Background: an optimization exercise with open tools, aiming at small area and a short achievable clock period. Do not read the settings as production practice.
No run shown here included a check of the RTL's function; only the layout flow was run.

## flow/design.v (module list and top-level ports; edited modules follow where they fit)
// module izhikevich_neuron: 1045 lines
module izhikevich_neuron #(parameter DT = 16'h0100)
(
    input wire clk,
    input wire rst,
    input wire [15:0] I,
    output reg spike
);
  // ...
==> flow/run.sh <==
#!/bin/bash
# synth_recipe.tcl (not shown) runs the flow's synth.tcl, then flattens the netlist and writes it again
# the make line also repeats each setting of config.mk as NAME=value (left out here)
make -C /OpenROAD-flow-scripts/flow DESIGN_CONFIG=/design/flow/config.mk WORK_HOME=/design/flow/orfs CLKGATE_MAP_FILE= SYNTH_SCRIPT=/design/flow/synth_recipe.tcl finish
==> flow/config.mk <==
export PLATFORM = sky130hd
export DESIGN_NAME = izhikevich_neuron
export DESIGN_NICKNAME = izhikevich_neuron
export VERILOG_FILES = /design/flow/design.v
export SDC_FILE = /design/flow/constraint.sdc
export NUM_CORES = 4
export LEC_CHECK = 0
export CAP_MARGIN = 20
export CORE_MARGIN = 2
export CORE_UTILIZATION = 40
export PLACE_DENSITY = 0.6
export SLEW_MARGIN = 20
==> flow/constraint.sdc <==
create_clock -name core_clock -period 12.0 [get_ports {clk}]
set_input_delay 2.4000 -clock core_clock [delete_from_list [all_inputs] [get_ports {clk}]]
set_output_delay 2.4000 -clock core_clock [all_outputs]
set_load 0.01 [all_outputs]
==> flow_summary.yaml, run 1 <==
synthesis:
  synth_largest_area_cell: "fa_1"
  synth_compound_area_share_pct: 8.327
  syn_nets: 1142
  ys.flop_type: "dfrtp_1"
  yosys.area.top_type_share_pct: 35.59
clock_tree:
  cts_max_path_buffers: 2
  postCtsSetupBuffers: 0
global_route:
  grtUsageMet3_pct: 2.086
worst_setup_path:
  cpMostUsedCell: "fa_1"
  critPathSlowestCell: "dfrtp_1"
  cp-start-kind: "register"
  critPathCaptureType: "register"
placed_design:
  gpl.final_weighted_congestion: 0.8383
die:
  rows: 52
  start_util_pct: 41.01
run_status:
  status: "timing/DRC/antenna clean"
timing:
  skew_ns: 0.003583
min_path:
  hold_start: "u[14]$_DFF_PP0_"
  holdPathStages: 2
layout:
  fin_cells: 1157
  final.clkbuf_count: 5
  antenna_cells: 0
  fill_cells: 2046
==> run 2: changes to the inputs <==
--- a/flow/config.mk
+++ b/flow/config.mk
@@ -9,4 +9,5 @@
 export CORE_MARGIN = 2
 export CORE_UTILIZATION = 40
 export PLACE_DENSITY = 0.6
+export SETUP_SLACK_MARGIN = 3
 export SLEW_MARGIN = 20
==> run 2 against run 1 <==
Critical path type unchanged. Worst hold slack about the same. Die area unchanged. Register-to-register slack improved by 0.19 ns. Sequential share of layout area about the same. Maximum frequency increased by 2.2%. Utilization increased by 0.068 points. Final cell count unchanged. Routed wire length about the same. Still clean. Highest routed layer unchanged. Clock-buffer cell count unchanged.
==> flow_summary.yaml, run 2 <==
min_path:
  hp-class: "register to register"
  hold_start: "u[14]$_DFF_PP0_"
  hold_end: "u[15]$_DFF_PP0_"
  holdPathStages: 2
layout:
  fill_cells: 2042
  final_cell_mix: "inv_1 (180), fa_1 (148), ha_1 (100)"
  areaGrowthSynthToFinish_pct: 7.425
  multi_input_area_um2: 6739
  antenna_cells: 0
  layout.nets: 1152
  reg_top3: "u: 16 flops, v: 16 flops, spike: 1 flops"
  final_common_cell: "inv_1"
  drive_gt1_share_pct: 5.186
  seqCellArea_um2: 837.1
  fin_cells: 1157
placed_design:
  dp.cells: 1149
  gpl.final_weighted_congestion: 0.8383
  hpwl_um: 15520
  io_buffers: 18
route:
  drc: 0
  dr.pass1.iters: 4
  vias_per_cell: 4.914
  wirelength_um: 18220
  drt_first_iter_violations: 233
  vias: 5686
  wl_per_cell_um: 15.74
  antenna_left: 0
timing:
  setup_viol: 0
  fin_setup_tns_ns: 0
  rsz0062_at_grt: "no"
  slew_violations: 0
  hold_ws_ns: 0.6082
  hold_violations: 0
  tightest_slew_ns: 0.7900
  skew_ns: 0.003206
  post-route-period-util_pct: 70.77
  max_freq_mhz: 117.8
  min_period_ns: 8.492
  slew_headroom_pct: 47.33
die:
  io_pins: 19
  die_x_um: 148.3
  rows: 52
  die_h_um: 148.3
  core_um2: 20300
  start_util_pct: 41.01
  dieArea_um2: 21980
synthesis:
  ys_types: 66
  synth.avg_cell_area_um2: 9.503
  ys.flop_type: "dfrtp_1"
  ys_seq_area_share_pct: 10.03
  synth_warnings: 1
  synth_area_leaders: "fa_1 (36%), ha_1 (15%), inv_1 (8.1%), dfrtp_1 (7.8%), xnor2_1 (4.4%)"
  synth_edf_count: 0
  synth_largest_area_cell: "fa_1"
  syn_nets: 1142
  yosys.area.top_type_share_pct: 35.59
  synth_commonest_cells: "inv_1 (180), fa_1 (148), ha_1 (100), nor2_1 (63), and2_1 (58)"
  yosys.cell_count.top_type: "inv_1"
  synth-seq-cells: 33
  syn_area_um2: 8324
  async_flop_share_pct: 100.0
  netlist_instances: 876
clock_tree:
  clkSinkCount: 33
  root_buffer: "clkbuf_16"
  path_clk_slew_ns: 0.06
  cts_resized: 0
  holdBufCountCts: 0
  cts_max_path_buffers: 2
  postCtsSetupBuffers: 0
  cts_buffers: 5
  htree_num_levels: 2
  cts_tree: "done"
  worst_skew_pair.late_latency_ns: 0.29
global_route:
  track_usage_pct: 18.26
  overflow: 0
  grt_pass1_wl_um: 31450
  grt_pass1_vias: 6145
  antenna_found_initial: 0
  grt_max_degree: 34
worst_setup_path:
  r2r-start: "v[7]$_DFF_PP0_"
  cpMostUsedCell: "fa_1"
  critical-path-top-delay-family: "adder cells"
  critPathCaptureType: "register"
  worst-path-buf-inv: 5
  critPathRequiredTime_ns: 12.20
  cpPeakStageDelay_ns: 0.59
  r2r_slack_ns: 3.51
  critical_path_class: "register to register"
  reg2reg_to: "v[12]$_DFF_PP1_"
  r2r_cells: 28
  critPathSlowestCell: "fa_1"
  crit_arrival_ns: 8.69
  cp-start-kind: "register"
  path_max_fanout: 12
run_status:
  status: "timing/DRC/antenna clean"
flow_run:
  cap_violations: 0
[run 2: per-layer routing]
layer	up-vias	part of all wire (%)	GRT usage, %
li1	2755	-	-
met1	2847	48	25.96
met2	69	48	30.58
met3	15	3.0	2.086
met4	0	1.2	3.286
met5	-	0	0
[run 2: per-stage QoR]
step / utilization (%) / cell area [um2] / worst slack (ns)
after floorplan: - / 8324 / 3.930
after global placement: 43.28 / 8786 / 3.529
after detailed placement: 43.28 / 8786 / 3.344
after CTS: 43.98 / 8929 / 3.309
after global routing: 44.05 / 8942 / 3.028
final: 44.05 / 8942 / 3.508
[run 2: worst max-delay path by stage]
stage                      endpoint            start  cells past startpoint  slack, ns
floorplan           v[12]$_DFF_PP1_  v[13]$_DFF_PP1_                     29       3.93
global placement    v[12]$_DFF_PP1_   v[7]$_DFF_PP0_                     28       3.53
detailed placement  v[12]$_DFF_PP1_   v[7]$_DFF_PP0_                     28       3.34
CTS                 v[12]$_DFF_PP1_   v[7]$_DFF_PP0_                     28       3.31
global route        v[12]$_DFF_PP1_   v[7]$_DFF_PP0_                     28       3.03
finish              v[12]$_DFF_PP1_   v[7]$_DFF_PP0_                     28       3.51
[run 2: final cells by class]
cell class,instances,area share (%)
multi-input combinational,643,75.36
sequential,33,9.361
inverter,183,7.724
tap,270,3.778
timing repair buffer,20,2.183
clock buffer,5,1.399
clock inverter,3,0.1959
[run 2: cell families (layout without fill, tap and decap cells)]
logic type | Yosys count | count (layout) | synth area share, %
adder cells (fa/ha/maj) | 249 | 249 | 50.76
AND/OR/NAND/NOR | 244 | 244 | 15.11
buffers and inverters | 200 | 211 | 9.109
AO/OA/AOI/OAI | 90 | 90 | 8.327
XOR/XNOR | 59 | 59 | 6.553
flip-flops | 33 | 33 | 10.03
multiplexers | 1 | 1 | 0.1203
[run 2: worst reg2reg max path, delay by kind of cell, from the launching register on]
| family | cells | cell delay, ns |
|---|---|---|
| xor+xnor | 1 | 0.14 |
| buf+inv | 5 | 0.57 |
| compound gates | 6 | 1.31 |
| flops | 1 | 0.52 |
| fa+ha+maj | 11 | 5.09 |
| simple gates | 5 | 0.78 |
==> run 3: changes to the inputs <==
--- a/flow/config.mk
+++ b/flow/config.mk
@@ -9,5 +9,5 @@
 export CORE_MARGIN = 2
 export CORE_UTILIZATION = 40
 export PLACE_DENSITY = 0.6
-export SETUP_SLACK_MARGIN = 3
+export SETUP_SLACK_MARGIN = 5
 export SLEW_MARGIN = 20
==> run 3 against run 2 <==
Sequential cell count is the same. Clock-buffer cell count grew 1. Maximum frequency grew 9.7%. First-iteration DRC count grew 42%. Register-to-register slack gained 0.75 ns. Clock skew grew 0.0027 ns. Design area grew 9.5%. Still clean. Critical path depth shrank 1. Non-clock buffer count grew 59. Utilization grew 4.2 points.
==> flow_summary.yaml, run 3 <==
run_status:
  status: "timing/DRC/antenna clean"
layout:
  antenna_cells: 0
  finalInstanceArea_um2: 9789
  multi_input_area_um2: 7092
  final_common_cell: "inv_1"
  fin_cells: 1216
  drive_gt1_share_pct: 17.86
  seqCellArea_um2: 864.6
  fill_cells: 1983
  layout.nets: 1211
  areaGrowthSynthToFinish_pct: 17.60
  final_cell_mix: "inv_1 (167), fa_1 (142), ha_1 (85)"
  reg_top3: "u: 16 flops, v: 16 flops, spike: 1 flops"
route:
  drt_first_iter_violations: 330
  vias_per_cell: 4.956
  vias: 6026
  wirelength_um: 19870
  wl_per_cell_um: 16.34
  antenna_left: 0
  dr.pass1.iters: 4
  drc: 0
synthesis:
  synth_commonest_cells: "inv_1 (180), fa_1 (148), ha_1 (100), nor2_1 (63), and2_1 (58)"
  ys_seq_area_share_pct: 10.03
  yosys.cell_count.top_type: "inv_1"
  synth-seq-cells: 33
  syn_nets: 1142
  yosys.area.top_type_share_pct: 35.59
  ys_types: 66
  synth_warnings: 1
  ys.flop_type: "dfrtp_1"
  synth_largest_area_cell: "fa_1"
  async_flop_share_pct: 100.0
  syn_area_um2: 8324
  synth_edf_count: 0
  synth.avg_cell_area_um2: 9.503
  netlist_instances: 876
  synth_area_leaders: "fa_1 (36%), ha_1 (15%), inv_1 (8.1%), dfrtp_1 (7.8%), xnor2_1 (4.4%)"
placed_design:
  placed_area_um2: 8843
  hpwl_um: 15540
  gpl.final_weighted_congestion: 0.8297
  dp.cells: 1148
  io_buffers: 18
clock_tree:
  cts_tree: "done"
  clkSinkCount: 33
  path_clk_slew_ns: 0.06
  htree_num_levels: 2
  cts_max_path_buffers: 2
  worst_skew_pair.late_latency_ns: 0.29
  holdBufCountCts: 0
  root_buffer: "clkbuf_16"
  cts_buffers: 5
die:
  rows: 52
  die_x_um: 148.3
  start_util_pct: 41.01
  die_h_um: 148.3
  core_um2: 20300
  dieArea_um2: 21980
  io_pins: 19
worst_setup_path:
  critical_path_class: "register to register"
  cp-start-kind: "register"
  critPathCaptureType: "register"
  path_max_fanout: 5
  critPathRequiredTime_ns: 12.22
  crit_arrival_ns: 7.96
timing:
  max_freq_mhz: 129.2
  hold_violations: 0
  slew_headroom_pct: 56.62
  skew_ns: 0.005871
  setup_viol: 0
  fin_setup_tns_ns: 0
  tightest_slew_ns: 0.6508
  rsz0062_at_grt: "yes"
  hold_ws_ns: 0.6064
  post-route-period-util_pct: 64.52
  min_period_ns: 7.743
  slew_violations: 0
global_route:
  grt_pass1_vias: 6370
  track_usage_pct: 19.15
  grt_max_degree: 34
  overflow: 0
  grt_pass1_wl_um: 32710
  antenna_found_initial: 0
min_path:
  hp-class: "register to register"
flow_run:
  cap_violations: 0
-- run 3: cell counts after synthesis --
No cell type changed its count.
-- run 3: routing by layer --
metal | vias to the layer above | GRT usage (%) | part of all wire, %
met5 | - | 0 | 0
met4 | 0 | 3.476 | 1.5
met3 | 19 | 2.607 | 3.9
met2 | 112 | 32.71 | 49
li1 | 2881 | - | -
met1 | 3014 | 26.40 | 46
-- run 3: logic make-up after synthesis --
group | synth area share, %
muxes | 0.1203
DFF | 10.03
AOI/OAI and AO/OA | 8.327
buffers and inverters | 9.109
and+or+nand+nor | 15.11
xor gates and xnor gates | 6.553
adders and majority gates | 50.76
-- run 3: worst paths after layout --
check                                 from               to  slack (ns)  cells past startpoint
setup reg to reg           v[12]$_DFF_PP1_  v[11]$_DFF_PP1_        4.26                     27
hold reg to reg            u[14]$_DFF_PP0_  u[15]$_DFF_PP0_        0.61                      2
hold / removal             u[14]$_DFF_PP0_  u[15]$_DFF_PP0_        0.61                      2
min in group asynchronous              rst  u[12]$_DFF_PP0_        2.50                      3
setup / recovery           v[12]$_DFF_PP1_  v[11]$_DFF_PP1_        4.26                     27
max in group asynchronous              rst   v[1]$_DFF_PP0_        9.11                      3
-- run 3: repair_timing --
item,in CTS,in global routing
buffers inserted,33,27
resized for setup,43,32
pin swaps,15,20
endpoints found under the setup margin,12,12
hold endpoints to repair,0,0
gates cloned,0,0
-- run 3: stage by stage --
step / util [%] / setup WS (ns)
4_1_cts: 46.36 / 4.191
6_report: 48.22 / 4.258
3_3_place_gp: 43.57 / 3.668
3_5_place_dp: 43.57 / 3.609
2_1_floorplan: - / 4.527
5_1_grt: 48.22 / 4.045
-- run 3: final cells by class --
class                           instances  share of cell area (%)
Tap cell                              270                   3.451
Timing Repair Buffer                   79                   6.685
Clock inverter                          2                  0.1022
Inverter                              183                   7.170
Sequential cell                        33                   8.832
Multi-Input combinational cell        643                   72.44
Clock buffer                            6                   1.316
-- run 3: critical path, cell delays in order, from the launching register on --
cell and delay [ns]:
dfstp_2 0.62, nand2_2 0.07, fa_1 0.52, inv_2 0.05, fa_2 0.37, fa_1 0.51
fa_1 0.45, ha_4 0.29, and3_4 0.20, a221oi_4 0.07, nand2_2 0.09, inv_2 0.04
fa_2 0.57, inv_2 0.07, fa_2 0.33, fa_1 0.46, fa_1 0.56, ha_4 0.21
a21o_1 0.16, a21o_1 0.17, a221o_1 0.33, inv_2 0.09, a21boi_4 0.05, o41a_1 0.35
and2_4 0.16, or2_1 0.24, fa_2 0.51, nand2b_1 0.10

==> static timing again, ports no longer ideal <==
In the flow no input, the clock included, has a driving cell. The finished layouts below were timed again as built, in two steps. Step 1, drivers: a clkbuf_16 drives clk and a buf_2 each remaining input, both assumed. Step 2 times the ports against the registers' clock, not the clock port: input delays grow and output delays shrink by t, the midpoint of the rising clock arrivals with the driver on. Slacks: ideal / step 1 / step 2; pairs: ideal / step 1.
run	shift t [ns]	setup WS [ns]	cell pins on the clock port's net
run 1	0.325	3.323 / 3.323 / 3.323	1
run 2	0.326	3.508 / 3.508 / 3.508	1
run 3	0.317	4.257 / 4.257 / 4.257	1
After both steps every run listed still meets setup and hold.
